From an optimization exercise on the open Yosys and OpenROAD flow, aimed at small area; shortcuts taken in it are not production practice.
In this exercise RTL edits were held to simulation tests only and were not proved equivalent to the original.
Power and IR drop assume default switching activity.

$ cat flow/flow/run.sh
#!/bin/bash
# The standard layout (standard.sh), with these changes:
#  * synthesis: the ABC mapping script is flow/abc_area_map.script (area
#    mapping without ABC's buffering/upsizing for delay), and Yosys's generic
#    'abc -fast' pass inside 'synth -run fine:' is skipped (-noabc); the
#    rest of ORFS's synthesis (flop mapping, flattening, names) is unchanged.
#  * port buffers are sky130_fd_sc_hd__buf_1 (every port still gets one).
#  * clock tree synthesis uses clkbuf_4 and inserts no dummy loads.
# make's whole output goes to flow.log here; ORFS's per-step logs are under orfs/logs.
set -euo pipefail
here=$(pwd)
rm -rf "$here/scripts"
cp -r "$FLOW_HOME/scripts" "$here/scripts"
cp "$here/flow/abc_area_map.script" "$here/scripts/abc_speed.script"
sed -i 's/synth -top $::env(DESIGN_NAME) -run fine: {\*}$synth_full_args/synth -top $::env(DESIGN_NAME) -run fine: -noabc {*}$synth_full_args/' "$here/scripts/synth.tcl"
grep -q -- '-run fine: -noabc' "$here/scripts/synth.tcl"
export SCRIPTS_DIR="$here/scripts"
export BUFFER_PORTS_ARGS="-buffer_cell sky130_fd_sc_hd__buf_1"
export CTS_ARGS="-sink_clustering_enable -repair_clock_nets -dont_use_dummy_load -buf_list sky130_fd_sc_hd__clkbuf_4 -sink_clustering_size 10 -sink_clustering_max_diameter 40"
bash standard.sh finish > flow.log 2>&1
$ cat flow/flow/abc_area_map.script
strash
dch
map -a
topo
&get -n
&st
&dch
&nf -R 1000 -p
&put
$ cat flow/standard.sh
#!/bin/bash
# synth_recipe.tcl (not shown) runs the flow's synth.tcl, then flattens the netlist and writes it again
# the make line also repeats each setting of config.mk as NAME=value (left out here)
make -C /OpenROAD-flow-scripts/flow DESIGN_CONFIG=/design/flow/config.mk WORK_HOME=/design/flow/orfs CLKGATE_MAP_FILE= SYNTH_SCRIPT=/design/flow/synth_recipe.tcl "${@:-finish}"
$ cat flow/constraint.sdc
create_clock -name core_clock -period 80.0 [get_ports {clk}]
set_input_delay 16.0000 -clock core_clock [delete_from_list [all_inputs] [get_ports {clk}]]
set_output_delay 16.0000 -clock core_clock [all_outputs]
set_load 0.01 [all_outputs]
$ cat flow/config.mk
export PLATFORM = sky130hd
export DESIGN_NAME = top_freq_test
export DESIGN_NICKNAME = top_freq_test
export VERILOG_FILES = /design/flow/design.v
export SDC_FILE = /design/flow/constraint.sdc
export NUM_CORES = 4
export LEC_CHECK = 0
export CAP_MARGIN = 0
export CORE_MARGIN = 2
export CORE_UTILIZATION = 70
export GPL_TIMING_DRIVEN = 0
export SLEW_MARGIN = 0
$ cat flow/design.v
module freq_detector(
    input             clk,
    input             rst_n,
    input             pulse_in,
    output reg [18:0] freq
);
reg d1, d2, d3;
always @(posedge clk or negedge rst_n) begin
    if (!rst_n) begin
        d1 <= 1'b0;
        d2 <= 1'b0;
        d3 <= 1'b0;
    end else begin
        d1 <= pulse_in;
        d2 <= d1;
        d3 <= d2;
    end
end
wire pre = pulse_in & ~d1;    
wire st1 = d1 & ~d2;          
wire st2 = d2 & ~d3;          
wire st0 = pre & ~st2;        
wire hold = pre | st1;
reg  [19:0] K;
wire        sat = &K[19:15];
wire [20:0] ic;
wire [19:0] K_inc;
assign ic[0] = ~hold & ~sat;
genvar i;
generate
    for (i = 0; i < 20; i = i + 1) begin : g_inc
        assign K_inc[i] = K[i] ^ ic[i];
        assign ic[i+1]  = K[i] & ic[i];
    end
endgenerate
always @(posedge clk or negedge rst_n) begin
    if (!rst_n)
        K <= 20'd1;
    else if (st2)
        K <= 20'd3;
    else
        K <= K_inc;
end
wire lt67 = ~|K[19:7] & (~K[6] | (~|K[5:2] & ~(K[1] & K[0])));
reg  [6:0]  Q;
reg  [19:0] X;
reg  [7:0]  qs;       
wire        idle = ~(pre | st1 | st2);
wire [20:0] vc;
wire [19:0] v;
assign vc[0] = ic[0];
generate
    for (i = 0; i < 20; i = i + 1) begin : g_v
        if (i < 7) begin : g_lo
            assign v[i]    = X[i] ^ Q[i] ^ vc[i];
            assign vc[i+1] = (X[i] & Q[i]) | (X[i] & vc[i]) | (Q[i] & vc[i]);
        end else begin : g_hi
            assign v[i]    = X[i] ^ vc[i];
            assign vc[i+1] = X[i] & vc[i];
        end
    end
endgenerate
wire [3:0]  ncb = st0 ? 4'b0010 : 4'b1111;
wire [19:0] nK  = ~K;
wire [19:0] r0, r1, r2, r3;
wire [3:0]  nq;       
wire [20:0] p3 = idle ? {1'b0, v} : {r2, ncb[0]};
div_row u_r0 (.p({X,  ncb[3]}), .nd(nK), .cin(1'b1),  .q(nq[3]), .r(r0));
div_row u_r1 (.p({r0, ncb[2]}), .nd(nK), .cin(1'b1),  .q(nq[2]), .r(r1));
div_row u_r2 (.p({r1, ncb[1]}), .nd(nK), .cin(1'b1),  .q(nq[1]), .r(r2));
div_row u_r3 (.p(p3),           .nd(nK), .cin(~idle), .q(nq[0]), .r(r3));
wire [7:0] qc;
wire [6:0] Qdec;
assign qc[0] = nq[0] & idle;
generate
    for (i = 0; i < 7; i = i + 1) begin : g_qd
        assign Qdec[i] = Q[i] ^ qc[i];
        assign qc[i+1] = ~Q[i] & qc[i];
    end
endgenerate
always @(posedge clk) begin
    Q  <= lt67 ? 7'd72 : Qdec;
    X  <= lt67 ? 20'd8 : r3;
    qs <= {qs[3:0], nq};
end
always @(posedge clk or negedge rst_n) begin
    if (!rst_n)
        freq <= 19'd0;
    else if (st2 & ~lt67)
        freq <= {Q, ~qs, ~nq};
end
endmodule
module div_row(
    input  [20:0] p,
    input  [19:0] nd,
    input         cin,
    output        q,
    output [19:0] r
);
wire [20:0] c;
wire [19:0] s;
assign c[0] = cin;
genvar i;
generate
    for (i = 0; i < 20; i = i + 1) begin : g_b
        assign s[i]   = p[i] ^ nd[i] ^ c[i];
        assign c[i+1] = (p[i] & nd[i]) | (p[i] & c[i]) | (nd[i] & c[i]);
    end
endgenerate
assign q = p[20] | c[20];
assign r = q ? s : p[19:0];
endmodule
module top_freq_test (
    input wire         clk        ,
    input wire         rst_n      ,
    input wire         pulse_sig_1,
    input wire         pulse_sig_2,
    input wire         pulse_sig_3,
    input wire         pulse_sig_4,
    output wire [19:0] freq_out_1 ,
    output wire [19:0] freq_out_2 ,
    output wire [19:0] freq_out_3 ,
    output wire [19:0] freq_out_4
);
assign freq_out_1[19] = 1'b0;
assign freq_out_2[19] = 1'b0;
assign freq_out_3[19] = 1'b0;
assign freq_out_4[19] = 1'b0;
freq_detector u_freq_detector_0 (.clk(clk), .rst_n(rst_n), .pulse_in(pulse_sig_1), .freq(freq_out_1[18:0]));
freq_detector u_freq_detector_1 (.clk(clk), .rst_n(rst_n), .pulse_in(pulse_sig_2), .freq(freq_out_2[18:0]));
freq_detector u_freq_detector_2 (.clk(clk), .rst_n(rst_n), .pulse_in(pulse_sig_3), .freq(freq_out_3[18:0]));
freq_detector u_freq_detector_3 (.clk(clk), .rst_n(rst_n), .pulse_in(pulse_sig_4), .freq(freq_out_4[18:0]));
endmodule
==> flow_metrics.py, run 1 <==
metrics = {
    "route": {
        "via_count": 14848,
        "totalWireLength_um": 43500,
        "drt_first_pass_iters": 4,
        "drt_iter0_markers": 623,
        "ant_nets": 0,
        "drc_errors": 0,
        "vias_per_cell": 5.95,
        "wl_per_cell_um": 17.4,
    },
    "timing": {
        "setup_tns_ns": 0,
        "hold_violations": 0,
        "relSlewSlack_pct": 17.7,
        "finalMaxSlewViolations": 0,
        "period_needed_ns": 54.62,
        "rsz0062_at_grt": "false",
        "fin_hold_ws_ns": 0.327,
        "timing.final.crit_share_pct": 68.3,
        "max_slew.worst_pin.slew_ns": 1.23,
        "fmax_mhz": 18.3,
        "clock_skew_ns": 0.110,
        "setup_viol": 0,
    },
    "clock_network": {
        "numCtsBuffers": 51,
        "path_clk_slew_ns": 0.11,
        "hold_buffers": 0,
        "cts-resized-gates": 0,
        "htree_levels": 2,
        "postCtsSetupBuffers": 0,
        "clockBufferDepth": 3,
        "cts_tree": "built",
        "cts_sinks": 308,
        "clk_latency_ns": 0.77,
        "cts_root_buf": "clkbuf_4",
    },
    "worst_setup_path": {
        "cp_data_arrival_time_ns": 55.26,
        "startpoint_type": "input port",
        "path_max_fanout": 26,
        "cp_slowest_cell": "fa_1",
        "required_ns": 80.63,
        "path_class": "input port to flop",
        "endpoint_kind": "flop",
        "crit_top_cell": "fa_1",
        "cp_slowest_stage_delay_ns": 0.52,
    },
    "global_route": {
        "antenna_found_initial": 2,
        "gr-usage-all-layers_pct": 29.1,
        "overflow": 0,
        "grt_pass1_vias": 16025,
        "grt_pass1_wl_um": 78200,
        "grt_max_degree": 43,
    },
    "status": {
        "outcome": "timing/DRC/antenna clean",
    },
    "logic_synthesis": {
        "ys_seq_elements": 308,
        "synth_warnings": 1,
        "synth.top_cell.area_share_pct": 30.3,
        "postSynthCellCount": 1948,
        "synth_area_leaders": "fa_1, dfrtp_1, dfxtp_1",
        "yosysTopAreaCell": "fa_1",
        "synth.avg_cell_area_um2": 11.3,
        "synth_area_um2": 21900,
        "ys_seq_area_share_pct": 32.0,
        "ys_types": 31,
    },
    "flow_run": {
        "drv_cap": 0,
    },
    "pwr": {
        "p_leak_nw": 10.0,
        "ir_worst_vdd_mv": 0.0211,
        "power.density_nw_per_um2": 25.3,
    },
    "layout": {
        "instances_no_fill": 2494,
        "final_common_cell": "fa_1",
        "synthToLayoutAreaGrowth_pct": 7.42,
        "final_cell_mix": "fa_1, nor2_1, dfrtp_1, ha_1, a21oi_1",
        "drive_gt1_share_pct": 4.39,
        "nets": 2592,
    },
    "placement": {
        "numPortBuffers": 81,
        "dp.cells": 2441,
        "gp_congestion": 0.845,
        "hpwl_um": 32900,
    },
    "die": {
        "rows": 64,
        "initial_core_util_pct": 71.3,
        "core_area_um2": 30700,
        "die_h_um": 181,
        "chipWidth_um": 181,
        "io_pins": 86,
        "dieArea_um2": 32700,
    },
    "worst_hold_path": {
        "hold_path.class": "flop to flop",
    },
}
stage by stage:
| step | instance area (um^2) | setup slack (ns) | power [mW] | util (%) |
|---|---|---|---|---|
| 6_report | 23500 | 25.38 | 0.596 | 76.6 |
| 5_1_grt | 23500 | 23.94 | 0.670 | 76.6 |
| 4_1_cts | 23500 | 25.17 | 0.606 | 76.5 |
| 3_5_place_dp | 23100 | 24.45 | 0.522 | 75.3 |
| 3_3_place_gp | 22700 | 23.54 | 0.496 | 73.9 |
| 2_1_floorplan | 21900 | 26.34 | 0.442 | - |
sequential cells by signal (all words and copies together), names as in the netlist, 8 cells and up:
name / flops
u_freq_detector_3.K: 20
u_freq_detector_2.qs: 8
u_freq_detector_1.X: 20
u_freq_detector_2.K: 20
u_freq_detector_0.freq: 19
u_freq_detector_1.K: 20
u_freq_detector_3.qs: 8
u_freq_detector_1.freq: 19
u_freq_detector_0.qs: 8
u_freq_detector_2.X: 20
u_freq_detector_1.qs: 8
u_freq_detector_0.K: 20
u_freq_detector_3.X: 20
u_freq_detector_2.freq: 19
u_freq_detector_0.X: 20
u_freq_detector_3.freq: 19
area by class of cell:
type / instances / area [um^2]
multi-input cells: 1509 / 14500
fillers: 2176 / 7210
flip-flops and latches: 308 / 7010
repair buffers: 94 / 596
well taps: 396 / 495
inverters: 130 / 488
clock buffers: 51 / 383
plain buffers: 4 / 30.0
diodes: 2 / 5.00
Yosys cell counts, drive strengths merged:
cell	number
a211oi	76
a21oi	155
a31oi	3
and2	68
and3	3
buf	4
clkinv	130
conb	1
dfrtp	164
dfstp	4
dfxtp	140
fa	332
ha	156
mux2	68
nand2	52
nand2b	29
nand3	8
nand4	4
nor2	249
nor2b	90
nor3	5
nor4	12
o211a	8
o21ai	99
o21ba	3
o21bai	3
o22ai	68
o31ai	1
or3	1
xnor2	8
xor2	4
where the power goes:
part	total [mW]	internal, mW	switching (mW)
Clock	0.0824	0.0289	0.0535
Combinational	0.341	0.148	0.193
Sequential	0.173	0.163	0.00991
Total	0.596	0.340	0.256
logic make-up after synthesis:
group	synth area share, %
simple gates	11.4
fa+ha+maj	39.2
flops	32.0
other cells	0.0171
mux	3.49
compound gates	11.1
buf+inv	2.36
xor+xnor	0.480
routing by layer:
metal	vias up	track usage, %	wire, um
met2	265	49.8	21600
met3	81	4.13	1740
li1	6937	-	-
met1	7565	39.8	19200
met4	0	7.19	923
met5	-	0	0
final timing paths:
kind                                            startpoint                                    end  slack (ns)  depth (start not counted)
setup / recovery                               pulse_sig_3      u_freq_detector_2.Q[6]$_SDFF_PP1_       25.38                         99
hold / removal             u_freq_detector_1.qs[2]$_DFF_P_        u_freq_detector_1.qs[6]$_DFF_P_        0.33                          0
setup reg to reg            u_freq_detector_2.d3$_DFF_PN0_      u_freq_detector_2.Q[6]$_SDFF_PP1_       39.69                         98
hold reg to reg            u_freq_detector_1.qs[2]$_DFF_P_        u_freq_detector_1.qs[6]$_DFF_P_        0.33                          0
max in group asynchronous                            rst_n      u_freq_detector_3.K[14]$_DFF_PN0_       63.74                          3
min in group asynchronous                            rst_n  u_freq_detector_2.freq[0]$_DFFE_PN0P_       15.29                          1
worst max-delay path, delay by kind of cell:
kind / cells / cell delay [ns]
adders and majority gates: 82 / 35.98
AOI/OAI and AO/OA: 6 / 1.34
and+or+nand+nor: 6 / 0.89
buffers and inverters: 4 / 0.88
xor gates and xnor gates: 1 / 0.12
==> inputs of run 2 (changes only) <==
--- a/flow/config.mk
+++ b/flow/config.mk
@@ -7,6 +7,6 @@
 export LEC_CHECK = 0
 export CAP_MARGIN = 0
 export CORE_MARGIN = 2
-export CORE_UTILIZATION = 70
+export CORE_UTILIZATION = 50
 export GPL_TIMING_DRIVEN = 0
 export SLEW_MARGIN = 0
==> flow_metrics.py, run 2 <==
metrics = {
    "logic_synthesis": {
        "ys_seq_area_share_pct": 32.0,
        "synth_area_um2": 21900,
        "ys_types": 31,
        "synthArstFlopShare_pct": 54.5,
        "synth_area_leaders": "fa_1, dfrtp_1, dfxtp_1",
        "synth_flop_cell": "dfrtp_1",
        "synth.avg_cell_area_um2": 11.3,
        "yosysTopAreaCell": "fa_1",
        "synthMostInstantiatedCell": "fa_1",
        "ys_seq_elements": 308,
        "synthTopCellsByCount": "fa_1, nor2_1, dfrtp_1, ha_1, a21oi_1",
        "synth.top_cell.area_share_pct": 30.3,
        "synth_warnings": 1,
        "synth_edf_count": 0,
        "postSynthCellCount": 1948,
    },
    "global_route": {
        "overflow": 0,
        "grt_max_degree": 43,
        "grt_pass1_wl_um": 78200,
        "grt_pass1_vias": 15455,
        "gr-usage-all-layers_pct": 21.4,
        "antenna_found_initial": 2,
    },
    "worst_hold_path": {
        "hold_path.class": "flop to flop",
        "min_from": "u_freq_detector_0.qs[2]$_DFF_P_",
    },
    "layout": {
        "final_cell_mix": "fa_1, nor2_1, dfrtp_1, ha_1, a21oi_1",
        "regArea_um2": 7010,
        "multi_input_area_um2": 14500,
        "synthToLayoutAreaGrowth_pct": 8.84,
        "drive_gt1_share_pct": 4.71,
        "nets": 2599,
        "final_common_cell": "fa_1",
        "design_area_um2": 23900,
        "final.fill_count": 3862,
    },
    "timing": {
        "finalMaxSlewViolations": 0,
        "setup_tns_ns": 0,
        "hold_violations": 0,
        "rsz0062_at_grt": "false",
        "setup_viol": 0,
        "clock_skew_ns": 0.0639,
        "timing.final.crit_share_pct": 68.3,
        "fmax_mhz": 18.3,
        "period_needed_ns": 54.66,
        "max_slew.worst_pin.slew_ns": 1.22,
        "relSlewSlack_pct": 18.7,
    },
    "pwr": {
        "ir_worst_vdd_mv": 0.0150,
        "power.density_nw_per_um2": 25.1,
        "p_leak_nw": 10.1,
    },
    "die": {
        "die_h_um": 213,
        "io_pins": 86,
        "dieArea_um2": 45500,
        "initial_core_util_pct": 50.8,
        "chipWidth_um": 213,
        "rows": 76,
        "core_area_um2": 43200,
    },
    "route": {
        "via_count": 14492,
        "totalWireLength_um": 44600,
        "wl_per_cell_um": 16.6,
        "vias_per_cell": 5.39,
        "drc_errors": 0,
        "drt_first_pass_iters": 4,
        "drt_iter0_markers": 675,
        "ant_nets": 0,
    },
    "worst_setup_path": {
        "cp_slowest_cell": "fa_1",
        "worst-path-stages": 99,
        "endpoint_kind": "flop",
        "endpoint": "u_freq_detector_2.Q[6]$_SDFF_PP1_",
        "reg2reg_depth": 98,
        "cp_data_arrival_time_ns": 55.35,
        "required_ns": 80.70,
        "critical_path.top_delay_family": "adder cells",
        "r2r-start": "u_freq_detector_2.d3$_DFF_PN0_",
        "startpoint_type": "input port",
        "crit_top_cell": "fa_1",
        "r2r_slack_ns": 39.57,
        "cp_slowest_stage_delay_ns": 0.50,
        "critPathBufInv": 4,
        "path_max_fanout": 24,
        "worstSetupStartpoint": "pulse_sig_3",
        "timing.rr.end": "u_freq_detector_2.Q[6]$_SDFF_PP1_",
        "path_class": "input port to flop",
    },
    "placement": {
        "hpwl_um": 33500,
        "gp_congestion": 0.828,
        "numPortBuffers": 81,
        "placed_cell_area_um2": 23400,
    },
    "clock_network": {
        "cts_root_buf": "clkbuf_4",
        "clockBufferDepth": 3,
        "cts_tree": "built",
        "path_clk_slew_ns": 0.10,
        "numCtsBuffers": 56,
        "hold_buffers": 0,
        "cts_sinks": 308,
        "postCtsSetupBuffers": 0,
        "cts-resized-gates": 0,
        "clk_latency_ns": 0.83,
        "htree_levels": 2,
    },
    "flow_run": {
        "drv_cap": 0,
    },
    "status": {
        "outcome": "timing/DRC/antenna clean",
    },
}
## run 2: worst min path at each step
stage / slack (ns) / to / cells after the start
6_report: 0.33 / u_freq_detector_0.qs[6]$_DFF_P_ / 0
5_1_grt: 0.33 / u_freq_detector_2.qs[7]$_DFF_P_ / 0
4_1_cts: 0.33 / u_freq_detector_0.qs[6]$_DFF_P_ / 0
3_5_place_dp: 0.34 / u_freq_detector_1.qs[4]$_DFF_P_ / 0
3_3_place_gp: 0.33 / u_freq_detector_1.qs[5]$_DFF_P_ / 0
2_1_floorplan: 0.33 / u_freq_detector_0.qs[4]$_DFF_P_ / 0
## run 2: area by class of cell
cell class	count	share of cell area, %
antenna	3	0.0315
buffer	4	0.126
clock buffer	56	1.76
inverter	130	2.05
multi-input combinational	1509	60.9
sequential	308	29.4
tap	585	3.07
timing repair buffer	96	2.64
## run 2: cell families after synthesis
family	after synthesis	synth area share, %
compound gates	416	11.1
xor+xnor	12	0.480
fa+ha+maj	488	39.2
buf+inv	134	2.36
flops	308	32.0
mux	68	3.49
other cells	1	0.0171
simple gates	521	11.4
## run 2: power by group
group          switching (mW)  internal (mW)  leakage (nW)
Clock                  0.0561         0.0316         0.258
Combinational           0.192          0.147          6.50
Sequential            0.00976          0.163          3.33
## run 2: per-stage QoR
step | hold slack (ns) | power [mW] | cells | util [%] | worst slack (ns)
after floorplan | 0.331 | 0.442 | 1951 | - | 26.34
after CTS | 0.332 | 0.613 | 2688 | 55.2 | 25.08
final | 0.332 | 0.599 | 2691 | 55.3 | 25.34
after detailed placement | 0.338 | 0.522 | 2632 | 54.2 | 24.29
after global placement | 0.334 | 0.503 | 2617 | 53.2 | 23.23
after global routing | 0.327 | 0.681 | 2691 | 55.3 | 23.82
## run 2: routing by layer
layer	global-route usage (%)	routed length [um]
met3	3.91	1620
met1	29.4	20600
met5	0	0
met2	35.4	21500
met4	5.32	816
==> inputs of run 3 (changes only) <==
--- a/flow/design.v
+++ b/flow/design.v
@@ -42,16 +42,16 @@
         K <= K_inc;
 end
 wire lt67 = ~|K[19:7] & (~K[6] | (~|K[5:2] & ~(K[1] & K[0])));
-reg  [6:0]  Q;
+reg  [8:0]  Q;
 reg  [19:0] X;
-reg  [7:0]  qs;       
+reg  [5:0]  qs;       
 wire        idle = ~(pre | st1 | st2);
 wire [20:0] vc;
 wire [19:0] v;
 assign vc[0] = ic[0];
 generate
     for (i = 0; i < 20; i = i + 1) begin : g_v
-        if (i < 7) begin : g_lo
+        if (i < 9) begin : g_lo
             assign v[i]    = X[i] ^ Q[i] ^ vc[i];
             assign vc[i+1] = (X[i] & Q[i]) | (X[i] & vc[i]) | (Q[i] & vc[i]);
         end else begin : g_hi
@@ -60,34 +60,53 @@
         end
     end
 endgenerate
-wire [3:0]  ncb = st0 ? 4'b0010 : 4'b1111;
+wire [2:0]  ncb = st0 ? 3'b101 : 3'b111;
 wire [19:0] nK  = ~K;
-wire [19:0] r0, r1, r2, r3;
-wire [3:0]  nq;       
-wire [20:0] p3 = idle ? {1'b0, v} : {r2, ncb[0]};
-div_row u_r0 (.p({X,  ncb[3]}), .nd(nK), .cin(1'b1),  .q(nq[3]), .r(r0));
-div_row u_r1 (.p({r0, ncb[2]}), .nd(nK), .cin(1'b1),  .q(nq[2]), .r(r1));
-div_row u_r2 (.p({r1, ncb[1]}), .nd(nK), .cin(1'b1),  .q(nq[1]), .r(r2));
-div_row u_r3 (.p(p3),           .nd(nK), .cin(~idle), .q(nq[0]), .r(r3));
-wire [7:0] qc;
-wire [6:0] Qdec;
-assign qc[0] = nq[0] & idle;
+wire [20:0] p0  = idle ? {3'd0, v[19:2]} : {X, ncb[2]};
+wire        c1  = idle ? v[1] : ncb[1];
+wire        c0  = idle ? v[0] : ncb[0];
+wire [19:0] r0, r1, r2;
+wire [2:0]  nq;       
+div_row u_r0 (.p(p0),       .nd(nK), .cin(~idle), .q(nq[2]), .r(r0));
+div_row u_r1 (.p({r0, c1}), .nd(nK), .cin(~idle), .q(nq[1]), .r(r1));
+div_row u_r2 (.p({r1, c0}), .nd(nK), .cin(~idle), .q(nq[0]), .r(r2));
+wire [20:0] fc;
+assign fc[0] = 1'b1;
 generate
-    for (i = 0; i < 7; i = i + 1) begin : g_qd
-        assign Qdec[i] = Q[i] ^ qc[i];
-        assign qc[i+1] = ~Q[i] & qc[i];
+    for (i = 0; i < 20; i = i + 1) begin : g_f
+        if (i == 0) begin : g_0
+            assign fc[1] = 1'b1 | nK[0];    
+        end else begin : g_n
+            assign fc[i+1] = (r2[i-1] & nK[i]) | (r2[i-1] & fc[i]) | (nK[i] & fc[i]);
+        end
+    end
+endgenerate
+wire        nq0 = r2[19] | fc[20];
+wire [2:0]  dq = idle ? nq : 3'd0;
+wire [9:0]  qb_;
+wire [8:0]  Qn;
+assign qb_[0] = 1'b0;
+generate
+    for (i = 0; i < 9; i = i + 1) begin : g_qd
+        if (i < 3) begin : g_lo
+            assign Qn[i]    = Q[i] ^ dq[i] ^ qb_[i];
+            assign qb_[i+1] = (~Q[i] & dq[i]) | (~Q[i] & qb_[i]) | (dq[i] & qb_[i]);
+        end else begin : g_hi
+            assign Qn[i]    = Q[i] ^ qb_[i];
+            assign qb_[i+1] = ~Q[i] & qb_[i];
+        end
     end
 endgenerate
 always @(posedge clk) begin
-    Q  <= lt67 ? 7'd72 : Qdec;
-    X  <= lt67 ? 20'd8 : r3;
-    qs <= {qs[3:0], nq};
+    Q  <= lt67 ? 9'd291 : Qn;
+    X  <= lt67 ? 20'd32 : r2;
+    qs <= {qs[2:0], nq};
 end
 always @(posedge clk or negedge rst_n) begin
     if (!rst_n)
         freq <= 19'd0;
     else if (st2 & ~lt67)
-        freq <= {Q, ~qs, ~nq};
+        freq <= {Q, ~qs, ~nq, ~nq0};
 end
 endmodule
 module div_row(
--- a/flow/config.mk
+++ b/flow/config.mk
@@ -7,6 +7,6 @@
 export LEC_CHECK = 0
 export CAP_MARGIN = 0
 export CORE_MARGIN = 2
-export CORE_UTILIZATION = 50
+export CORE_UTILIZATION = 70
 export GPL_TIMING_DRIVEN = 0
 export SLEW_MARGIN = 0
==> flow_metrics.py, run 3 <==
metrics = {
    "status": {
        "outcome": "timing/DRC/antenna clean",
    },
    "worst_setup_path": {
        "path_max_fanout": 26,
        "crit_top_cell": "fa_1",
        "startpoint_type": "input port",
        "endpoint_kind": "flop",
        "path_class": "input port to flop",
        "cp_slowest_stage_delay_ns": 0.79,
        "critical_path.top_delay_family": "adder cells",
        "required_ns": 80.60,
        "critPathBufInv": 5,
        "cp_slowest_cell": "nand2_1",
        "cp_data_arrival_time_ns": 49.95,
    },
    "logic_synthesis": {
        "synthArstFlopShare_pct": 54.5,
        "synth_flop_cell": "dfrtp_1",
        "ys_seq_area_share_pct": 32.6,
        "ys_types": 46,
        "synth.top_cell.area_share_pct": 26.5,
        "ys_seq_elements": 308,
        "synthTopCellsByCount": "nor2_1, nand2_1, fa_1, dfrtp_1",
        "synthMostInstantiatedCell": "nor2_1",
        "yosysTopAreaCell": "fa_1",
        "synth_edf_count": 0,
        "synth_warnings": 1,
        "synth.avg_cell_area_um2": 10.5,
        "postSynthCellCount": 2043,
        "synth_area_um2": 21500,
        "synth_area_leaders": "fa_1, dfrtp_1, dfxtp_1",
    },
    "clock_network": {
        "postCtsSetupBuffers": 0,
        "htree_levels": 2,
        "clockBufferDepth": 3,
        "cts_root_buf": "clkbuf_4",
        "clk_latency_ns": 0.73,
        "cts_sinks": 308,
        "cts-resized-gates": 0,
        "cts_tree": "built",
        "numCtsBuffers": 47,
        "path_clk_slew_ns": 0.10,
        "hold_buffers": 0,
    },
    "global_route": {
        "grt_pass1_wl_um": 75900,
        "overflow": 0,
        "gr-usage-all-layers_pct": 29.6,
        "antenna_found_initial": 1,
        "grt_max_degree": 40,
        "grt_pass1_vias": 15781,
    },
    "layout": {
        "multi_input_area_um2": 14100,
        "nets": 2623,
        "final_common_cell": "nor2_1",
        "final_cell_mix": "nor2_1, nand2_1, fa_1, dfrtp_1",
        "fin_util_pct": 75.7,
        "final.fill_count": 2194,
        "regArea_um2": 7010,
        "drive_gt1_share_pct": 4.15,
        "synthToLayoutAreaGrowth_pct": 7.23,
    },
    "timing": {
        "timing.final.crit_share_pct": 61.7,
        "hold_violations": 0,
        "clock_skew_ns": 0.0735,
        "setup_viol": 0,
        "fmax_mhz": 20.3,
        "finalMaxSlewViolations": 0,
        "fin_ws_ns": 30.65,
        "period_needed_ns": 49.35,
        "max_slew.worst_pin.slew_ns": 1.04,
        "rsz0062_at_grt": "false",
        "relSlewSlack_pct": 30.9,
        "setup_tns_ns": 0,
    },
    "pwr": {
        "p_total_uw": 492,
        "power.density_nw_per_um2": 21.3,
        "ir_worst_vdd_mv": 0.0158,
        "p_leak_nw": 10.4,
    },
    "route": {
        "vias_per_cell": 5.79,
        "drc_errors": 0,
        "drt_first_pass_iters": 5,
        "ant_nets": 0,
        "via_count": 14978,
        "totalWireLength_um": 43900,
        "wl_per_cell_um": 17.0,
        "drt_iter0_markers": 825,
    },
    "placement": {
        "gp_congestion": 0.838,
        "hpwl_um": 33600,
        "numPortBuffers": 81,
        "preCtsSetupSlack_ns": 29.57,
    },
    "flow_run": {
        "drv_cap": 0,
    },
    "die": {
        "core_area_um2": 30400,
        "die_h_um": 179,
        "dieArea_um2": 32100,
        "io_pins": 86,
        "rows": 64,
        "initial_core_util_pct": 70.6,
        "chipWidth_um": 179,
    },
    "worst_hold_path": {
        "hold_path.class": "flop to flop",
    },
}
## run 3: changes by cell type after synthesis, moves of 48 or more
cell      change
nor2_1       +72
fa_1         -48
o21ai_0      -63
a21oi_1      -48
nand2_1     +235
nor2b_1      -86
mux2i_1      +67
a211oi_1     -74
## run 3: worst paths after layout
check	startpoint	cells past startpoint	slack (ns)	to
max	pulse_sig_4	88	30.65	u_freq_detector_3.freq[0]$_DFFE_PN0P_
min reg2reg	u_freq_detector_1.qs[2]$_DFF_P_	0	0.34	u_freq_detector_1.qs[5]$_DFF_P_
min in group asynchronous	rst_n	1	15.26	u_freq_detector_2.freq[2]$_DFFE_PN0P_
max reg2reg	u_freq_detector_3.K[19]$_DFF_PN0_	86	45.41	u_freq_detector_3.freq[0]$_DFFE_PN0P_
min	u_freq_detector_1.qs[2]$_DFF_P_	0	0.34	u_freq_detector_1.qs[5]$_DFF_P_
max in group asynchronous	rst_n	3	63.73	u_freq_detector_1.K[0]$_DFF_PN1_
## run 3: kinds of logic (layout without fill, tap and decap cells)
logic type	Yosys count	in the layout	share of synthesized area, %
other cells	1	6	0.0175
compound gates	268	268	7.81
flops	308	308	32.6
simple gates	782	782	15.6
xor+xnor	8	8	0.326
mux	140	140	6.95
buf+inv	112	257	2.03
fa+ha+maj	424	424	34.6
## run 3: power breakdown
part           internal (mW)  switching [mW]  leakage [nW]
registers              0.160         0.00907          3.33
clock network         0.0268          0.0520         0.216
logic                  0.103           0.141          6.86
total                  0.290           0.202          10.4
## run 3: stage by stage
stage / hold WS [ns] / cells / instance area (um^2)
2_1_floorplan: 0.331 / 2046 / 21500
3_3_place_gp: 0.334 / 2523 / 22300
4_1_cts: 0.342 / 2587 / 23000
6_report: 0.344 / 2589 / 23000
3_5_place_dp: 0.338 / 2540 / 22700
5_1_grt: 0.352 / 2589 / 23000
## run 3: routing by layer
metal  wire length (um)  global-route usage (%)  part of all wire (%)  vias to the layer above
met5                  0                       0                     0                        -
met4                717                    7.09                   1.6                        0
met3               2170                    4.20                   4.9                       66
met2              22300                    51.2                    51                      353
met1              18700                    39.8                    43                     7421
li1                   -                       -                     -                     7138
## run 3: cell type report
cell class / count / share of cell area [%]
multi-input cells: 1626 / 61.3
flip-flops and latches: 308 / 30.4
repair buffers: 98 / 2.62
well taps: 396 / 2.15
inverters: 108 / 1.76
clock buffers: 47 / 1.53
plain buffers: 4 / 0.130
diodes: 2 / 0.0217
==> inputs of run 4 (changes only) <==
--- a/flow/config.mk
+++ b/flow/config.mk
@@ -7,6 +7,6 @@
 export LEC_CHECK = 0
 export CAP_MARGIN = 0
 export CORE_MARGIN = 2
-export CORE_UTILIZATION = 70
+export CORE_UTILIZATION = 50
 export GPL_TIMING_DRIVEN = 0
 export SLEW_MARGIN = 0
==> flow_metrics.py, run 4 <==
metrics = {
    "status": {
        "outcome": "timing/DRC/antenna clean",
    },
    "logic_synthesis": {
        "synthArstFlopShare_pct": 54.5,
        "synthTopCellsByCount": "nor2_1, nand2_1, fa_1, dfrtp_1",
        "postSynthCellCount": 2043,
        "synth_edf_count": 0,
        "ys_seq_elements": 308,
        "synth.avg_cell_area_um2": 10.5,
        "synth_warnings": 1,
        "ys_types": 46,
        "ys_seq_area_share_pct": 32.6,
        "synth_flop_cell": "dfrtp_1",
        "synthMostInstantiatedCell": "nor2_1",
        "synth.top_cell.area_share_pct": 26.5,
        "synth_area_leaders": "fa_1, dfrtp_1, dfxtp_1",
        "synth_area_um2": 21500,
        "yosysTopAreaCell": "fa_1",
    },
    "worst_setup_path": {
        "cp_slowest_stage_delay_ns": 0.82,
        "r2r-start": "u_freq_detector_3.K[19]$_DFF_PN0_",
        "required_ns": 80.66,
        "startpoint_type": "input port",
        "cp_slowest_cell": "nand2_1",
        "endpoint_kind": "flop",
        "timing.rr.end": "u_freq_detector_3.freq[0]$_DFFE_PN0P_",
        "worstSetupStartpoint": "pulse_sig_4",
        "reg2reg_depth": 86,
        "crit_top_cell": "fa_1",
        "path_max_fanout": 26,
        "path_class": "input port to flop",
        "cp_data_arrival_time_ns": 50.12,
        "r2r_slack_ns": 45.30,
    },
    "flow_run": {
        "drv_cap": 0,
    },
    "layout": {
        "design_area_um2": 23300,
        "instances_no_fill": 2745,
        "final_common_cell": "nor2_1",
        "synthToLayoutAreaGrowth_pct": 8.64,
        "drive_gt1_share_pct": 4.63,
        "final_cell_mix": "nor2_1, nand2_1, fa_1, dfrtp_1",
        "fin_util_pct": 55.4,
        "nets": 2636,
    },
    "clock_network": {
        "hold_buffers": 0,
        "cts_tree": "built",
        "clk_latency_ns": 0.85,
        "htree_levels": 2,
        "cts-resized-gates": 0,
        "cts_root_buf": "clkbuf_4",
        "clockBufferDepth": 3,
        "postCtsSetupBuffers": 0,
        "path_clk_slew_ns": 0.09,
        "numCtsBuffers": 58,
        "cts_sinks": 308,
    },
    "die": {
        "dieArea_um2": 44600,
        "io_pins": 86,
        "initial_core_util_pct": 51.0,
        "rows": 75,
        "die_h_um": 211,
        "core_area_um2": 42100,
        "chipWidth_um": 211,
    },
    "timing": {
        "clock_skew_ns": 0.103,
        "setup_tns_ns": 0,
        "max_slew.worst_pin.slew_ns": 1.03,
        "fmax_mhz": 20.2,
        "hold_violations": 0,
        "rsz0062_at_grt": "false",
        "finalMaxSlewViolations": 0,
        "period_needed_ns": 49.46,
        "timing.final.crit_share_pct": 61.8,
        "relSlewSlack_pct": 31.0,
        "fin_hold_ws_ns": 0.350,
        "setup_viol": 0,
    },
    "route": {
        "drc_errors": 0,
        "drt_iter0_markers": 611,
        "wl_per_cell_um": 16.4,
        "drt_first_pass_iters": 6,
        "ant_nets": 0,
        "vias_per_cell": 5.39,
        "via_count": 14786,
        "totalWireLength_um": 45000,
    },
    "global_route": {
        "grt_max_degree": 38,
        "antenna_found_initial": 2,
        "overflow": 0,
        "gr-usage-all-layers_pct": 21.6,
        "grt_pass1_vias": 15721,
        "grt_pass1_wl_um": 78400,
    },
    "pwr": {
        "p_int_uw": 295,
        "power.density_nw_per_um2": 21.4,
        "p_seq_share_pct": 33.8,
        "p_leak_nw": 10.5,
        "switching_share_pct": 40.8,
        "share_comb_of_total_power_pct": 48.4,
        "switchingPower_uw": 203,
        "pwr-share-clk_pct": 17.8,
        "ir_worst_vdd_mv": 0.0157,
    },
    "placement": {
        "hpwl_um": 34400,
        "dp.cells": 2685,
        "placed_cell_area_um2": 22900,
        "numPortBuffers": 81,
        "gp_congestion": 0.819,
    },
    "worst_hold_path": {
        "hold_path_end": "u_freq_detector_1.qs[5]$_DFF_P_",
        "min_path_cells": 0,
        "min_from": "u_freq_detector_1.qs[2]$_DFF_P_",
        "hold_path.class": "flop to flop",
    },
}
==> run 4: cell count changes in the layout (fill, tap and decap cells not counted) <==
| cell | change |
|---|---|
| buf_12 | +1 |
| nor2_2 | -3 |
| nand3_1 | +1 |
| a21oi_4 | +1 |
| a21oi_2 | -1 |
| nor2_4 | +2 |
| buf_6 | +1 |
| clkbuf_4 | +11 |
| nor2_1 | +1 |
| nand3_2 | -1 |
==> run 4: worst max-delay path by stage <==
stage	to	slack, ns	cells past startpoint
6_report	u_freq_detector_3.freq[0]$_DFFE_PN0P_	30.54	88
5_1_grt	u_freq_detector_3.freq[0]$_DFFE_PN0P_	28.87	89
4_1_cts	u_freq_detector_3.freq[0]$_DFFE_PN0P_	30.39	88
3_5_place_dp	u_freq_detector_3.freq[0]$_DFFE_PN0P_	29.61	88
3_3_place_gp	u_freq_detector_3.freq[0]$_DFFE_PN0P_	29.28	88
2_1_floorplan	u_freq_detector_3.freq[0]$_DFFE_PN0P_	32.51	87
==> run 4: area by class of cell <==
class	instances	area, um^2
diodes	2	5.00
well taps	539	674
flip-flops and latches	308	7010
multi-input cells	1626	14100
fillers	3716	18800
plain buffers	4	30.0
clock buffers	58	435
repair buffers	100	634
inverters	108	405
==> run 4: worst max-delay path: cells and delay by family <==
kind | cells | cell delay [ns]
AOI/OAI and AO/OA | 16 | 2.57
buffers and inverters | 5 | 1.39
adders and majority gates | 60 | 28.33
and+or+nand+nor | 7 | 1.82
==> run 4: layer usage <==
| layer | vias up | part of all wire [%] | track usage (%) |
|---|---|---|---|
| met5 | - | 0 | 0 |
| met4 | 0 | 2.5 | 7.19 |
| met3 | 88 | 4.3 | 3.36 |
| met2 | 252 | 46 | 35.3 |
| met1 | 7267 | 47 | 29.7 |
| li1 | 7179 | - | - |
==> run 4: cells by family after synthesis <==
logic type | count (synthesis) | synth area share, %
other | 1 | 0.0175
multiplexers | 140 | 6.95
AND/OR/NAND/NOR | 782 | 15.6
adder cells (fa/ha/maj) | 424 | 34.6
XOR/XNOR | 8 | 0.326
buffers and inverters | 112 | 2.03
AO/OA/AOI/OAI | 268 | 7.81
flip-flops | 308 | 32.6
==> run 4: power groups by stage <==
| stage | Sequential [mW] | Combinational [mW] | Clock (mW) |
|---|---|---|---|
| floorplan | 0.169 | 0.195 | 0 |
| global placement | 0.172 | 0.234 | 0 |
| detailed placement | 0.172 | 0.244 | 0 |
| CTS | 0.169 | 0.246 | 0.0941 |
| global route | 0.170 | 0.288 | 0.0992 |
| finish | 0.169 | 0.241 | 0.0886 |
==> run 4: metrics by stage <==
stage / setup WS [ns] / power [mW]
6_report: 30.54 / 0.498
5_1_grt: 28.87 / 0.557
4_1_cts: 30.39 / 0.508
3_5_place_dp: 29.61 / 0.416
3_3_place_gp: 29.28 / 0.406
2_1_floorplan: 32.51 / 0.365
==> inputs of run 5 (changes only) <==
==> flow/flow/abc_area_map.script (replaced) <==
&get -n
&st
&dch
&nf -R 1000 -p -F 8 -A 8 -C 32
&put
--- a/flow/config.mk
+++ b/flow/config.mk
@@ -7,6 +7,6 @@
 export LEC_CHECK = 0
 export CAP_MARGIN = 0
 export CORE_MARGIN = 2
-export CORE_UTILIZATION = 50
+export CORE_UTILIZATION = 70
 export GPL_TIMING_DRIVEN = 0
 export SLEW_MARGIN = 0
==> flow_metrics.py, run 5 <==
metrics = {
    "status": {
        "outcome": "timing/DRC/antenna clean",
    },
    "global_route": {
        "antenna_found_initial": 1,
        "grt_max_degree": 40,
        "overflow": 0,
        "grt_pass1_vias": 14165,
        "grt_pass1_wl_um": 69400,
        "gr-usage-all-layers_pct": 27.4,
    },
    "timing": {
        "rsz0062_at_grt": "false",
        "finalMaxSlewViolations": 0,
        "relSlewSlack_pct": 33.2,
        "timing.final.crit_share_pct": 67.6,
        "setup_viol": 0,
        "hold_violations": 0,
        "max_slew.worst_pin.slew_ns": 1.00,
        "fmax_mhz": 18.5,
        "setup_tns_ns": 0,
        "clock_skew_ns": 0.0846,
        "period_needed_ns": 54.08,
    },
    "logic_synthesis": {
        "synth_area_leaders": "fa_1, dfrtp_1, dfxtp_1",
        "ys_seq_elements": 308,
        "synthMostInstantiatedCell": "fa_1",
        "synthTopCellsByCount": "fa_1, mux2_1, dfrtp_1, nor2_1",
        "ys_seq_area_share_pct": 33.3,
        "synthArstFlopShare_pct": 54.5,
        "ys_types": 32,
        "synth.top_cell.area_share_pct": 27.0,
        "synth_edf_count": 0,
        "synth.avg_cell_area_um2": 12.5,
        "yosysTopAreaCell": "fa_1",
        "postSynthCellCount": 1688,
        "synth_area_um2": 21100,
        "synth_flop_cell": "dfrtp_1",
        "synth_warnings": 1,
    },
    "route": {
        "drc_errors": 0,
        "drt_first_pass_iters": 5,
        "totalWireLength_um": 39400,
        "via_count": 12987,
        "ant_nets": 0,
        "drt_iter0_markers": 480,
        "vias_per_cell": 5.82,
        "wl_per_cell_um": 17.7,
    },
    "worst_setup_path": {
        "startpoint_type": "input port",
        "cp_slowest_cell": "fa_1",
        "r2r-start": "u_freq_detector_0.K[15]$_DFF_PN0_",
        "worstSetupStartpoint": "pulse_sig_1",
        "crit_top_cell": "fa_1",
        "endpoint_kind": "flop",
        "cp_data_arrival_time_ns": 54.69,
        "path_max_fanout": 23,
        "path_class": "input port to flop",
        "required_ns": 80.61,
        "cp_slowest_stage_delay_ns": 0.57,
    },
    "clock_network": {
        "htree_levels": 2,
        "clockBufferDepth": 3,
        "clk_latency_ns": 0.73,
        "cts_sinks": 308,
        "numCtsBuffers": 48,
        "cts_tree": "built",
        "postCtsSetupBuffers": 0,
        "cts_root_buf": "clkbuf_4",
        "cts-resized-gates": 0,
        "path_clk_slew_ns": 0.11,
        "hold_buffers": 0,
    },
    "placement": {
        "gp_congestion": 0.805,
        "numPortBuffers": 81,
        "hpwl_um": 31200,
        "dp.cells": 2183,
        "placed_cell_area_um2": 22400,
    },
    "pwr": {
        "p_seq_share_pct": 37.2,
        "switchingPower_uw": 171,
        "share_comb_of_total_power_pct": 45.3,
        "ir_worst_vdd_mv": 0.0145,
        "p_int_uw": 281,
        "p_leak_nw": 9.66,
        "power.density_nw_per_um2": 19.9,
        "switching_share_pct": 37.8,
        "pwr-share-clk_pct": 17.5,
    },
    "layout": {
        "fin_util_pct": 76.7,
        "final_cell_mix": "fa_1, mux2_1, dfrtp_1, nor2_1",
        "instances_no_fill": 2232,
        "drive_gt1_share_pct": 5.38,
        "synthToLayoutAreaGrowth_pct": 7.83,
        "final_common_cell": "fa_1",
        "design_area_um2": 22700,
        "nets": 2273,
    },
    "die": {
        "die_h_um": 178,
        "chipWidth_um": 178,
        "io_pins": 86,
        "initial_core_util_pct": 71.1,
        "rows": 63,
        "dieArea_um2": 31500,
        "core_area_um2": 29600,
    },
    "worst_hold_path": {
        "min_from": "u_freq_detector_3.qs[2]$_DFF_P_",
        "hold_path.class": "flop to flop",
    },
    "flow_run": {
        "drv_cap": 0,
    },
}
==> run 5: changes by cell type in the layout (fill, tap and decap cells not counted), moves of 43 or more <==
cell / before / now
nor2_1: 317 / 158
a21oi_1: 102 / 37
mux2_1: 73 / 224
clkinv_1: 108 / 53
o21ai_0: 36 / 79
nand2_1: 287 / 89
==> run 5: worst paths after layout <==
kind	cells after the start	endpoint	slack, ns
hold reg to reg	0	u_freq_detector_3.qs[5]$_DFF_P_	0.32
setup / recovery	96	u_freq_detector_0.freq[0]$_DFFE_PN0P_	25.92
hold / removal	0	u_freq_detector_3.qs[5]$_DFF_P_	0.32
min in group asynchronous	1	u_freq_detector_2.freq[2]$_DFFE_PN0P_	15.40
setup reg to reg	94	u_freq_detector_0.freq[0]$_DFFE_PN0P_	40.79
max in group asynchronous	3	u_freq_detector_3.K[10]$_DFF_PN0_	63.54
==> run 5: stage by stage <==
stage / hold slack, ns / power, mW / worst slack (ns)
after floorplan: 0.326 / 0.329 / 26.03
after global placement: 0.328 / 0.362 / 22.90
after detailed placement: 0.332 / 0.378 / 25.03
after CTS: 0.322 / 0.459 / 25.76
after global routing: 0.333 / 0.497 / 24.64
final: 0.323 / 0.452 / 25.92
==> run 5: final cells by class <==
class                           instances  area, um^2
Timing Repair Buffer                  102         682
Inverter                               53         199
Tap cell                              390         488
Clock buffer                           48         360
Sequential cell                       308        7010
Antenna cell                            1        2.50
Buffer                                  4        30.0
Fill cell                            1981        6900
Multi-Input combinational cell       1326       14000
==> run 5: power groups by stage <==
| stage | Combinational [mW] | Clock [mW] | Sequential, mW |
|---|---|---|---|
| after global placement | 0.190 | 0 | 0.171 |
| after global routing | 0.240 | 0.0878 | 0.169 |
| after CTS | 0.209 | 0.0820 | 0.168 |
| final | 0.205 | 0.0791 | 0.168 |
| after floorplan | 0.160 | 0 | 0.169 |
| after detailed placement | 0.207 | 0 | 0.172 |
==> run 5: cell families (layout without fill, tap and decap cells) <==
kind of cell	count (synthesis)	after routing	synth area share, %
DFF	308	308	33.3
AOI/OAI and AO/OA	166	166	4.37
xor gates and xnor gates	8	8	0.332
other	1	5	0.0178
adders and majority gates	466	466	37.3
muxes	288	288	15.0
and+or+nand+nor	394	394	8.68
buffers and inverters	57	207	1.09
==> run 5: critical path, delay by kind of cell <==
kind	cells	cell delay, ns
adders and majority gates	79	35.19
AOI/OAI and AO/OA	9	1.84
muxes	3	0.96
buffers and inverters	4	0.56
and+or+nand+nor	1	0.07
==> run 5: metal layers <==
layer	vias up	wire, um	track usage (%)
met1	6619	17200	36.8
met5	-	0	0
li1	6125	-	-
met3	53	1400	4.09
met4	0	716	6.56
met2	190	20100	47.2
==> inputs of run 6 (changes only) <==
--- a/flow/flow/run.sh
+++ b/flow/flow/run.sh
@@ -5,7 +5,7 @@
 #    'abc -fast' pass inside 'synth -run fine:' is skipped (-noabc); the
 #    rest of ORFS's synthesis (flop mapping, flattening, names) is unchanged.
 #  * port buffers are sky130_fd_sc_hd__buf_1 (every port still gets one).
-#  * clock tree synthesis uses clkbuf_4 and inserts no dummy loads.
+#  * clock tree synthesis uses clkbuf_8 and inserts no dummy loads.
 # make's whole output goes to flow.log here; ORFS's per-step logs are under orfs/logs.
 set -euo pipefail
 here=$(pwd)
@@ -16,5 +16,5 @@
 grep -q -- '-run fine: -noabc' "$here/scripts/synth.tcl"
 export SCRIPTS_DIR="$here/scripts"
 export BUFFER_PORTS_ARGS="-buffer_cell sky130_fd_sc_hd__buf_1"
-export CTS_ARGS="-sink_clustering_enable -repair_clock_nets -dont_use_dummy_load -buf_list sky130_fd_sc_hd__clkbuf_4 -sink_clustering_size 10 -sink_clustering_max_diameter 40"
+export CTS_ARGS="-sink_clustering_enable -repair_clock_nets -dont_use_dummy_load -buf_list sky130_fd_sc_hd__clkbuf_8 -sink_clustering_size 16 -sink_clustering_max_diameter 60"
 bash standard.sh finish > flow.log 2>&1
==> flow/flow/abc_area_map.script (replaced) <==
strash
dch
map -a
topo
&get -n
&st
&dch
&nf -R 1000 -p
&put
==> flow_metrics.py, run 6 <==
metrics = {
    "timing": {
        "max_slew.worst_pin.slew_ns": 1.02,
        "timing.final.crit_share_pct": 61.9,
        "rsz0062_at_grt": "false",
        "period_needed_ns": 49.54,
        "fmax_mhz": 20.2,
        "clock_skew_ns": 0.0529,
        "setup_viol": 0,
        "hold_violations": 0,
        "relSlewSlack_pct": 31.8,
        "finalMaxSlewViolations": 0,
        "setup_tns_ns": 0,
        "fin_hold_ws_ns": 0.356,
        "fin_ws_ns": 30.46,
    },
    "clock_network": {
        "numCtsBuffers": 30,
        "postCtsSetupBuffers": 0,
        "htree_levels": 1,
        "cts_tree": "built",
        "path_clk_slew_ns": 0.10,
        "cts_sinks": 308,
        "cts-resized-gates": 0,
        "clk_latency_ns": 0.61,
        "clockBufferDepth": 3,
        "cts_root_buf": "clkbuf_8",
        "hold_buffers": 0,
    },
    "logic_synthesis": {
        "synthMostInstantiatedCell": "nor2_1",
        "synth_area_um2": 21500,
        "synth_warnings": 1,
        "ys_seq_area_share_pct": 32.6,
        "synthTopCellsByCount": "nor2_1, nand2_1, fa_1, dfrtp_1",
        "synthArstFlopShare_pct": 54.5,
        "ys_seq_elements": 308,
        "synth_edf_count": 0,
        "ys_types": 46,
        "synth.top_cell.area_share_pct": 26.5,
        "postSynthCellCount": 2043,
        "synth_flop_cell": "dfrtp_1",
        "yosysTopAreaCell": "fa_1",
        "synth.avg_cell_area_um2": 10.5,
        "synth_area_leaders": "fa_1, dfrtp_1, dfxtp_1",
    },
    "worst_hold_path": {
        "min_path_cells": 0,
        "hold_path.class": "flop to flop",
    },
    "placement": {
        "preCtsSetupSlack_ns": 29.57,
        "placed_cell_area_um2": 22700,
        "gp_congestion": 0.838,
        "hpwl_um": 33600,
        "numPortBuffers": 81,
        "dp.cells": 2540,
    },
    "worst_setup_path": {
        "startpoint_type": "input port",
        "cp_slowest_cell": "nand2_1",
        "path_class": "input port to flop",
        "endpoint_kind": "flop",
        "path_max_fanout": 26,
        "crit_top_cell": "fa_1",
        "cp_data_arrival_time_ns": 50.00,
        "r2r_slack_ns": 45.32,
        "cp_slowest_stage_delay_ns": 0.79,
        "required_ns": 80.46,
        "reg2reg_depth": 86,
    },
    "layout": {
        "drive_gt1_share_pct": 3.40,
        "fin_util_pct": 75.9,
        "final_common_cell": "nor2_1",
        "nets": 2606,
        "diodes": 0,
        "instances_no_fill": 2570,
        "synthToLayoutAreaGrowth_pct": 7.48,
        "design_area_um2": 23100,
        "final_cell_mix": "nor2_1, nand2_1, fa_1, dfrtp_1",
    },
    "pwr": {
        "ir_worst_vdd_mv": 0.0155,
        "p_total_uw": 497,
        "power.density_nw_per_um2": 21.5,
        "p_leak_nw": 10.4,
    },
    "die": {
        "core_area_um2": 30400,
        "chipWidth_um": 179,
        "dieArea_um2": 32100,
        "io_pins": 86,
        "initial_core_util_pct": 70.6,
        "die_h_um": 179,
        "rows": 64,
    },
    "route": {
        "totalWireLength_um": 43900,
        "vias_per_cell": 5.80,
        "drt_iter0_markers": 805,
        "wl_per_cell_um": 17.1,
        "ant_nets": 0,
        "via_count": 14896,
        "drc_errors": 0,
        "drt_first_pass_iters": 7,
    },
    "global_route": {
        "antenna_found_initial": 0,
        "gr-usage-all-layers_pct": 29.5,
        "grt_pass1_vias": 15748,
        "overflow": 0,
        "grt_pass1_wl_um": 76200,
        "grt_max_degree": 40,
    },
    "status": {
        "outcome": "timing/DRC/antenna clean",
    },
    "flow_run": {
        "drv_cap": 0,
    },
}
-- run 6: layout make-up --
| cell class | count | area [um^2] |
|---|---|---|
| clock buffers | 30 | 413 |
| multi-input cells | 1626 | 14100 |
| flip-flops and latches | 308 | 7010 |
| inverters | 108 | 405 |
| well taps | 396 | 495 |
| plain buffers | 4 | 30.0 |
| fillers | 2177 | 7340 |
| repair buffers | 98 | 603 |
-- run 6: path summary, 6_finish.rpt --
| kind | from | end |
|---|---|---|
| max | pulse_sig_4 | u_freq_detector_3.freq[0]$_DFFE_PN0P_ |
| min | u_freq_detector_3.qs[1]$_DFF_P_ | u_freq_detector_3.qs[4]$_DFF_P_ |
| max reg2reg | u_freq_detector_3.K[19]$_DFF_PN0_ | u_freq_detector_3.freq[0]$_DFFE_PN0P_ |
| min reg2reg | u_freq_detector_3.qs[1]$_DFF_P_ | u_freq_detector_3.qs[4]$_DFF_P_ |
| max in group asynchronous | rst_n | u_freq_detector_1.K[0]$_DFF_PN1_ |
| min in group asynchronous | rst_n | u_freq_detector_2.freq[0]$_DFFE_PN0P_ |
-- run 6: critical path, delay by kind of cell --
kind                       cells  cell delay, ns
buffers and inverters          5            1.29
and+or+nand+nor                7            1.79
AOI/OAI and AO/OA             16            2.60
adders and majority gates     60           28.27
-- run 6: logic make-up (layout without fill, tap and decap cells) --
family          count (synthesis)  in the layout  share of synthesized area, %
mux                           140            140                          6.95
buf+inv                       112            240                          2.03
fa+ha+maj                     424            424                          34.6
simple gates                  782            782                          15.6
other cells                     1              4                        0.0175
flops                         308            308                          32.6
xor+xnor                        8              8                         0.326
compound gates                268            268                          7.81
-- run 6: routing by layer --
metal	GRT usage [%]	routed length, um	vias up
met4	5.91	748	0
met5	0	0	-
li1	-	-	7082
met1	40.3	18900	7411
met2	51.9	22400	348
met3	3.07	1890	55
-- run 6: power by group --
part	internal, mW	switching, mW
combinational	0.103	0.141
sequential	0.160	0.00904
clock	0.0331	0.0509
total	0.296	0.201

[static timing again, ports no longer ideal]
In the flow no input, the clock included, has a driving cell. The finished layouts below were timed again as built, in two steps.
Step 1 sets driving cells, clkbuf_16 on the clock port and buf_2 on the other inputs (assumed; they add their load-dependent delay and slew).
Step 2, shift: input delay + t, output delay - t, t = (earliest + latest rising clock arrival at the registers) / 2. This alone moves slack from input paths to output paths.
a / b / c = ideal ports / drivers / drivers and shift; a / b = the first two.
| run | shift t [ns] | setup WS [ns] | pins driven straight from the clock port |
|---|---|---|---|
| run 1 | 0.768 | 25.376 / 25.384 / 24.616 | 1 |
| run 2 | 0.844 | 25.342 / 25.355 / 24.511 | 1 |
| run 3 | 0.740 | 30.653 / 30.666 / 29.926 | 1 |
| run 4 | 0.848 | 30.540 / 30.563 / 29.716 | 1 |
| run 5 | 0.739 | 25.923 / 25.929 / 25.190 | 1 |
| run 6 | 0.636 | 30.459 / 30.473 / 29.837 | 1 |
After both steps every run listed still meets setup and hold. For run 2, which loses most, drivers alone change the setup slack by +0.013 ns; drivers and shift together by -0.831 ns.
